Source: an optimization exercise on an open RTL-to-GDS flow (aim: small area, a short achievable clock period and few clock cycles per item). Production flows keep margins and buffers that such runs may drop. Only simulation tests tie the RTL to the original design; equivalence was not proved. Power and IR drop assume default switching activity.

$ cat flow/design.v
module MGT_01_booth_radix16
(  
  input  logic signed [31:0]             multiplier_i, multiplicand_i, 
  input  logic                           clk_i, clk_en_i,                
  input  logic                           rst_n_i,                        
  output logic signed [63:0]             result_o,
  output logic                           valid_o                             
); 
  localparam XLEN = 32;
  localparam TOTAL_BITS = XLEN + 4;
  typedef enum logic [1:0] {IDLE, MULTIPLY, VALID} fsm_state_e;
  fsm_state_e crt_state, nxt_state;
  logic [2:0] counter;
  logic rst_n_dly;
      always_ff @(posedge clk_i)
        begin
          rst_n_dly <= rst_n_i;
        end
      always_ff @(posedge clk_i)
        begin : STATE_REGISTER
          if (!rst_n_i)
            crt_state <= IDLE;
          else if (clk_en_i)
            crt_state <= nxt_state;
        end : STATE_REGISTER
      always_comb 
        begin
          case (crt_state)
            IDLE:     nxt_state = (~rst_n_dly) ? IDLE : MULTIPLY;
            MULTIPLY: nxt_state = (&counter) ? VALID : MULTIPLY;
            VALID:    nxt_state = IDLE;
            default:  nxt_state = IDLE;
          endcase
        end
  typedef struct packed {
    logic signed [TOTAL_BITS - 1:0] _P;       
    logic signed [XLEN - 1:0]       _A;       
      logic                         _L;       
  } reg_pair_s;
  reg_pair_s reg_pair_in, reg_pair_out;
  logic signed [TOTAL_BITS - 1:0] partial_product;
  logic signed [TOTAL_BITS - 1:0] reg_b_in, reg_b_out;    
      always_ff @(posedge clk_i)
        begin 
          if (!rst_n_i)
            reg_pair_out <= 0;
          else if (clk_en_i)   
            begin
              if (crt_state == IDLE)
                reg_pair_out <= {36'b0, multiplier_i, 1'b0};
              else if (crt_state == MULTIPLY)
                reg_pair_out <= reg_pair_in;
            end
        end
  assign reg_b_in = TOTAL_BITS'(multiplicand_i);
      always_ff @(posedge clk_i)
        begin
          if (!rst_n_i)
            reg_b_out <= 0;
          else if ((crt_state == IDLE) & clk_en_i)     
            reg_b_out <= reg_b_in;
        end
      always_comb 
        begin : BOOTH_RULES
          partial_product = reg_pair_out._P;
          if (crt_state == MULTIPLY)
            begin
              case ({reg_pair_out._A[3:0], reg_pair_out._L})     
                5'b00000,
                5'b11111:    partial_product = reg_pair_out._P;    
                5'b00001,
                5'b00010:    partial_product = reg_pair_out._P + reg_b_out;    
                5'b00011,
                5'b00100:    partial_product = reg_pair_out._P + (reg_b_out << 1);     
                5'b00101,
                5'b00110:    partial_product = reg_pair_out._P + ((reg_b_out << 1) + reg_b_out);     
                5'b00111,
                5'b01000:    partial_product = reg_pair_out._P + (reg_b_out << 2);     
                5'b01001,
                5'b01010:    partial_product = reg_pair_out._P + ((reg_b_out << 2) + reg_b_out);     
                5'b01011,
                5'b01100:    partial_product = reg_pair_out._P + ((reg_b_out << 2) + (reg_b_out << 1));    
                5'b01101,
                5'b01110:    partial_product = reg_pair_out._P + ((reg_b_out << 2) + (reg_b_out << 1) + reg_b_out);    
                5'b01111:    partial_product = reg_pair_out._P + (reg_b_out << 3);     
                5'b10000:    partial_product = reg_pair_out._P - (reg_b_out << 3);     
                5'b10001,
                5'b10010:    partial_product = reg_pair_out._P - ((reg_b_out << 2) + (reg_b_out << 1) + reg_b_out);     
                5'b10011,
                5'b10100:    partial_product = reg_pair_out._P - ((reg_b_out << 2) + (reg_b_out << 1));     
                5'b10101,
                5'b10110:    partial_product = reg_pair_out._P - ((reg_b_out << 2) + reg_b_out);    
                5'b10111,
                5'b11000:    partial_product = reg_pair_out._P - (reg_b_out << 2);     
                5'b11001,
                5'b11010:    partial_product = reg_pair_out._P - ((reg_b_out << 1) + reg_b_out);     
                5'b11011,
                5'b11100:    partial_product = reg_pair_out._P - (reg_b_out << 1);     
                5'b11101,
                5'b11110:    partial_product = reg_pair_out._P - reg_b_out;    
                default:     partial_product = reg_pair_out._P;
              endcase
              reg_pair_in = $signed({partial_product, reg_pair_out._A, reg_pair_out._L}) >>> 4;
            end
          else 
            begin 
              reg_pair_in = 0;
            end
        end : BOOTH_RULES
      always_ff @(posedge clk_i)
        begin : COUNTER
          if (!rst_n_i)
            counter <= 0;
          else if (clk_en_i & (crt_state == MULTIPLY))
            counter <= counter + 1;
        end : COUNTER
  assign result_o = {reg_pair_out._P[XLEN - 1:0], reg_pair_out._A};
  assign valid_o = (crt_state == VALID);
endmodule
module MGT_01_mul_unit
(  
  input  logic signed [31:0]       multiplier_i, multiplicand_i, 
  input  logic                     clk_i, clk_en_i,                
  input  logic                     rst_n_i,                        
  input  logic [1:0]               operation_i,
  output logic signed [31:0]       result_o,                      
  output logic                     valid_o
);
  localparam XLEN = 32;
  localparam logic [1:0] MUL_    = 2'b00;
  localparam logic [1:0] MULH_   = 2'b01;
  localparam logic [1:0] MULHSU_ = 2'b10;
  localparam logic [1:0] MULHU_  = 2'b11;
  logic signed [(XLEN * 2) - 1:0] result_mul;
  MGT_01_booth_radix16 mantissa_multiplier (
  .multiplier_i   ( multiplier_i     ),
  .multiplicand_i ( multiplicand_i   ),
  .clk_i          ( clk_i            ),
  .clk_en_i       ( clk_en_i         ),
  .rst_n_i        ( rst_n_i          ),
  .result_o       ( result_mul       ),  
  .valid_o        ( valid_o          )
  );
  logic [XLEN - 1:0] corr_a, corr_b;
  assign corr_a = multiplicand_i[XLEN - 1] ? multiplier_i : '0;
  assign corr_b = multiplier_i[XLEN - 1] ? multiplicand_i : '0;
    always_comb 
      begin : OUTPUT_LOGIC
        case (operation_i)
          MUL_:     result_o = result_mul[XLEN - 1:0];  
          MULH_:    result_o = result_mul[63:XLEN];
          MULHU_:   result_o = result_mul[63:XLEN] + corr_a + corr_b;
          MULHSU_:  result_o = result_mul[63:XLEN] + corr_a;
          default:  result_o = result_mul[XLEN - 1:0];
        endcase
      end : OUTPUT_LOGIC
endmodule
$ cat flow/run.sh
#!/bin/bash
# synth_recipe.tcl (not shown) runs the flow's synth.tcl, then flattens the netlist and writes it again
# the make line also repeats each setting of config.mk as NAME=value (left out here)
make -C /OpenROAD-flow-scripts/flow DESIGN_CONFIG=/design/flow/config.mk WORK_HOME=/design/flow/orfs CLKGATE_MAP_FILE= SYNTH_SCRIPT=/design/flow/synth_recipe.tcl finish
$ cat flow/config.mk
export PLATFORM = sky130hd
export DESIGN_NAME = MGT_01_mul_unit
export DESIGN_NICKNAME = MGT_01_mul_unit
export VERILOG_FILES = /design/flow/design.v
export SDC_FILE = /design/flow/constraint.sdc
export NUM_CORES = 4
export LEC_CHECK = 0
export CAP_MARGIN = 20
export CORE_MARGIN = 2
export CORE_UTILIZATION = 40
export PLACE_DENSITY = 0.6
export SLEW_MARGIN = 20
$ cat flow/constraint.sdc
create_clock -name core_clock -period 10.0 [get_ports {clk_i}]
set_input_delay 2.0000 -clock core_clock [delete_from_list [all_inputs] [get_ports {clk_i}]]
set_output_delay 2.0000 -clock core_clock [all_outputs]
set_load 0.01 [all_outputs]
==> run summary <==
-- worst max-delay path, cell delays in order --
cell             delay (ns)
clkdlybuf4s50_1        0.40
buf_4                  0.18
and2_1                 0.16
ha_1                   0.22
fa_1                   0.42
a21o_1                 0.19
a21o_1                 0.20
a21oi_2                0.19
o21ai_2                0.14
a21oi_2                0.19
xnor2_1                0.17
ha_1                   0.28
buf_4                  0.16
o21a_1                 0.16
o21ai_0                0.21
a21oi_2                0.10
o221ai_2               0.19
nand4b_1               0.16
nand4_1                0.15
a41o_1                 0.30
a21oi_2                0.20
o21ai_1                0.12
xor2_1                 0.15
mux4_2                 0.47
clkdlybuf4s50_1        0.49
-- stage by stage --
stage          instances  hold slack (ns)
5_1_grt             4728            0.521
6_report            4729            0.479
2_1_floorplan       3828            0.447
3_5_place_dp        4712            0.472
3_3_place_gp        4712            0.457
4_1_cts             4728            0.483
-- sequential cells by signal, summed over array words and instances, names as in the netlist --
signal	flops
mantissa_multiplier.reg_pair_out	65
mantissa_multiplier.rst_n_dly	1
mantissa_multiplier.counter	3
mantissa_multiplier.crt_state	2
mantissa_multiplier.reg_b_out	32
-- report_power, final --
| group | leakage (nW) | internal [mW] | switching [mW] | total [mW] |
|---|---|---|---|---|
| sequential | 0.845 | 0.432 | 0.0378 | 0.469 |
| clock | 0.121 | 0.170 | 0.194 | 0.364 |
| combinational | 12.3 | 0.733 | 1.12 | 1.85 |
-- synthesized netlist by cell type (19+ instances only) --
| cell | instances |
|---|---|
| a21o_1 | 117 |
| a211oi_1 | 43 |
| nor3_1 | 94 |
| nor4_1 | 19 |
| o21a_1 | 58 |
| o2111ai_1 | 21 |
| clkbuf_1 | 167 |
| or3_1 | 28 |
| inv_1 | 137 |
| a22oi_1 | 30 |
| nand4_1 | 34 |
| a221oi_1 | 35 |
| o221ai_1 | 43 |
| a31oi_1 | 39 |
| xor2_1 | 111 |
| o21ai_0 | 225 |
| nor2_1 | 266 |
| nand3_1 | 86 |
| o211ai_1 | 36 |
| nand2b_1 | 55 |
| o21bai_1 | 33 |
| nand2_1 | 402 |
| mux4_2 | 29 |
| o211a_1 | 33 |
| a21oi_1 | 324 |
| mux2i_1 | 45 |
| o22ai_1 | 51 |
| ha_1 | 326 |
| a21boi_0 | 62 |
| nor2b_1 | 56 |
| and2_1 | 93 |
| xnor2_1 | 292 |
| and3_1 | 38 |
| dfxtp_1 | 103 |
-- cells by family (layout without fill, tap and decap cells) --
kind of cell | Yosys count | after routing | synth area share, %
XOR/XNOR | 405 | 405 | 13.0
other | 0 | 1 | 0
AO/OA/AOI/OAI | 1323 | 1323 | 32.6
multiplexers | 75 | 75 | 4.07
AND/OR/NAND/NOR | 1265 | 1265 | 22.8
buffers and inverters | 322 | 349 | 4.42
flip-flops | 103 | 103 | 7.53
adder cells (fa/ha/maj) | 335 | 335 | 15.6
-- cell type report --
class                           count  area [sq um]
Antenna cell                        1          2.50
Clock buffer                       10           229
Clock inverter                      6          47.5
Fill cell                        6979         37600
Inverter                          141           529
Multi-Input combinational cell   3403         24300
Sequential cell                   103          2060
Tap cell                          873          1090
Timing Repair Buffer              192          1690
-- worst max-delay path by stage --
| stage | from | to | slack [ns] |
|---|---|---|---|
| floorplan | multiplicand_i[31] | result_o[29] | 1.57 |
| global placement | multiplicand_i[31] | result_o[30] | 0.03 |
| detailed placement | multiplicand_i[31] | result_o[30] | -0.07 |
| CTS | multiplicand_i[31] | result_o[31] | 0.08 |
| global route | mantissa_multiplier.reg_b_out[1] | mantissa_multiplier.reg_pair_out[62] | -0.009 |
| finish | multiplicand_i[31] | result_o[29] | 0.37 |
-- per-layer routing --
metal / vias up / share of wire [%] / wire length [um] / GRT usage [%]
met3: 156 / 6.6 / 6720 / 1.99
met1: 13800 / 45 / 45800 / 37.8
met4: 0 / 3.1 / 3180 / 8.32
li1: 14300 / - / - / -
met5: - / 0 / 0 / 0
met2: 1076 / 45 / 46200 / 47.2
-- repair_timing --
action,CTS,global route
setup buffers,0,0
endpoints found under the setup margin,2,9
pin swaps,1,7
gates resized for setup,5,24
==> results_dict.tcl <==
set metrics [dict create \
    initial_utilization_pct 40.6 \
    worstMarginPinSlew_ns 1.24 \
    yosysTopAreaCellShare_pct 14.9 \
    holdPathEnd "mantissa_multiplier.counter[2]" \
    io_buffers 101 \
    worst-endpoint-required_ns 8.00 \
    drcViolationCount 0 \
    cts-buffers-inserted 9 \
    drive_gt1_share_pct 6.12 \
    grt_usage_pct 27.9 \
    min_path_cells 2 \
    ys_ff_latch 103 \
    irDropWorstVdd_mv 0.0963 \
    ys_async_sr_fraction_pct 0 \
    skew_ns 0.0214 \
    stdcell_area_sq_um 29900 \
    fin_setup_tns_ns 0 \
    wire_per_inst_um 21.5 \
    wl_um 102000 \
    cp-start-kind "primary input" \
    die_area_sq_um 70600 \
    power_mw 2.69 \
    final.period_utilization_pct 96.3 \
    core-area_sq_um 67500 \
    fmax_mhz 104 \
    grt_max_degree 76 \
    finalWeightedCongestion 0.942 \
    syn_area_per_cell_sq_um 7.15 \
    die_width_um 266 \
    min_period_ns 9.63 \
    synth-edff-count 0 \
    ctsLongestPathBuffers 2 \
    first_pass_iters 8 \
    grt_pass1_vias 27800 \
    syn_inst 3828 \
    p_per_area_nw_per_um2 89.9 \
    fin_ws_ns 0.371 \
    r2r-end "mantissa_multiplier.reg_pair_out[62]" \
    clk_pin_slew_ns 0.08 \
    synth_area_leader_cell "ha_1" \
    grt-ovfl-total 0 \
    die_y_um 266 \
    drtIter0Drc 2640 \
    r2r_setup_slack_ns 0.63 \
    maxSlewViolCount 0 \
    setup_viol 0 \
    rows 95 \
    placed_cell_area_sq_um 29500 \
    slew_headroom_pct 16.8 \
    cts_tree "built" \
    grt_pass1_wl_um 157000 \
    power.leakage_nw 13.2 \
    synth_area_sq_um 27400 \
    ctsHoldBuffers 0 \
    ys_warn_count 2 \
    drtAntennaViolNets 0 \
    r2r-start "mantissa_multiplier.reg_b_out[0]" \
    holdCritStartpoint "mantissa_multiplier.counter[2]" \
    antenna_found_initial 0 \
    min_path_type "reg2reg" \
    area.growth.synth_to_final_pct 9.27 \
    syn_nets 4232 \
    synth-main-ff-cell "dfxtp_1" \
    max_cap_violations 0 \
    place_ws_ns -0.0749 \
    cts-htree-levels 3 \
    post_synth_num_cell_types 105 \
    num_vias 29300 \
    drt-vias-per-instance 6.19 \
    cts_root_buf "clkbuf_16" \
    hpwl_um 81700 \
    final_cell_mix "402 x nand2_1, 326 x ha_1, 314 x a21oi_1" \
    reg2reg_depth 35 \
    clock-sinks 103 \
    hold_violations 0 \
    yosys-top-cells-area "ha_1 15%, xnor2_1 9.3%, dfxtp_1 7.5%" \
    cp_max_fo 14 \
    end_kind "primary output" \
    status "complete, no violations" \
    nNetsFinal 4254 \
    setup.worst_path.class "in2out" \
    final_common_cell "nand2_1" \
    ys_seq_area_share_pct 7.53 \
    ios 102 \
    cp.arrival_ns 7.63 \
    clk_latency_ns 0.39 \
    fin_util_pct 44.3 \
]
Testbench counts, summed over its fixed seeds: cycles 32,000, items 3,200.

## static timing again, ports no longer ideal
The results above use ideal ports. As a check the final layout listed here was re-extracted and re-timed, cells and wires unchanged.
Step 1 assumes that a clkbuf_16 drives the clock port and a buf_2 every other input.
Step 2 moves the port delays by t, midway between the first and last clock arrival at a register: inputs arrive t later, outputs are due t later. That takes back most of the time a late clock gives input paths.
a / b / c = ideal ports / drivers / drivers and shift; a / b = the first two.
t (ns): 0.428
slack for setup (ns): 0.371 / 0.347 / 0.347
hold slack, ns: 0.479 / 0.479 / 0.479
clock arrival spread, ns: 0.024 / 0.023
After both steps setup and hold are still met in this run. For this run, drivers alone change the setup slack by -0.024 ns; drivers and shift together by -0.024 ns.
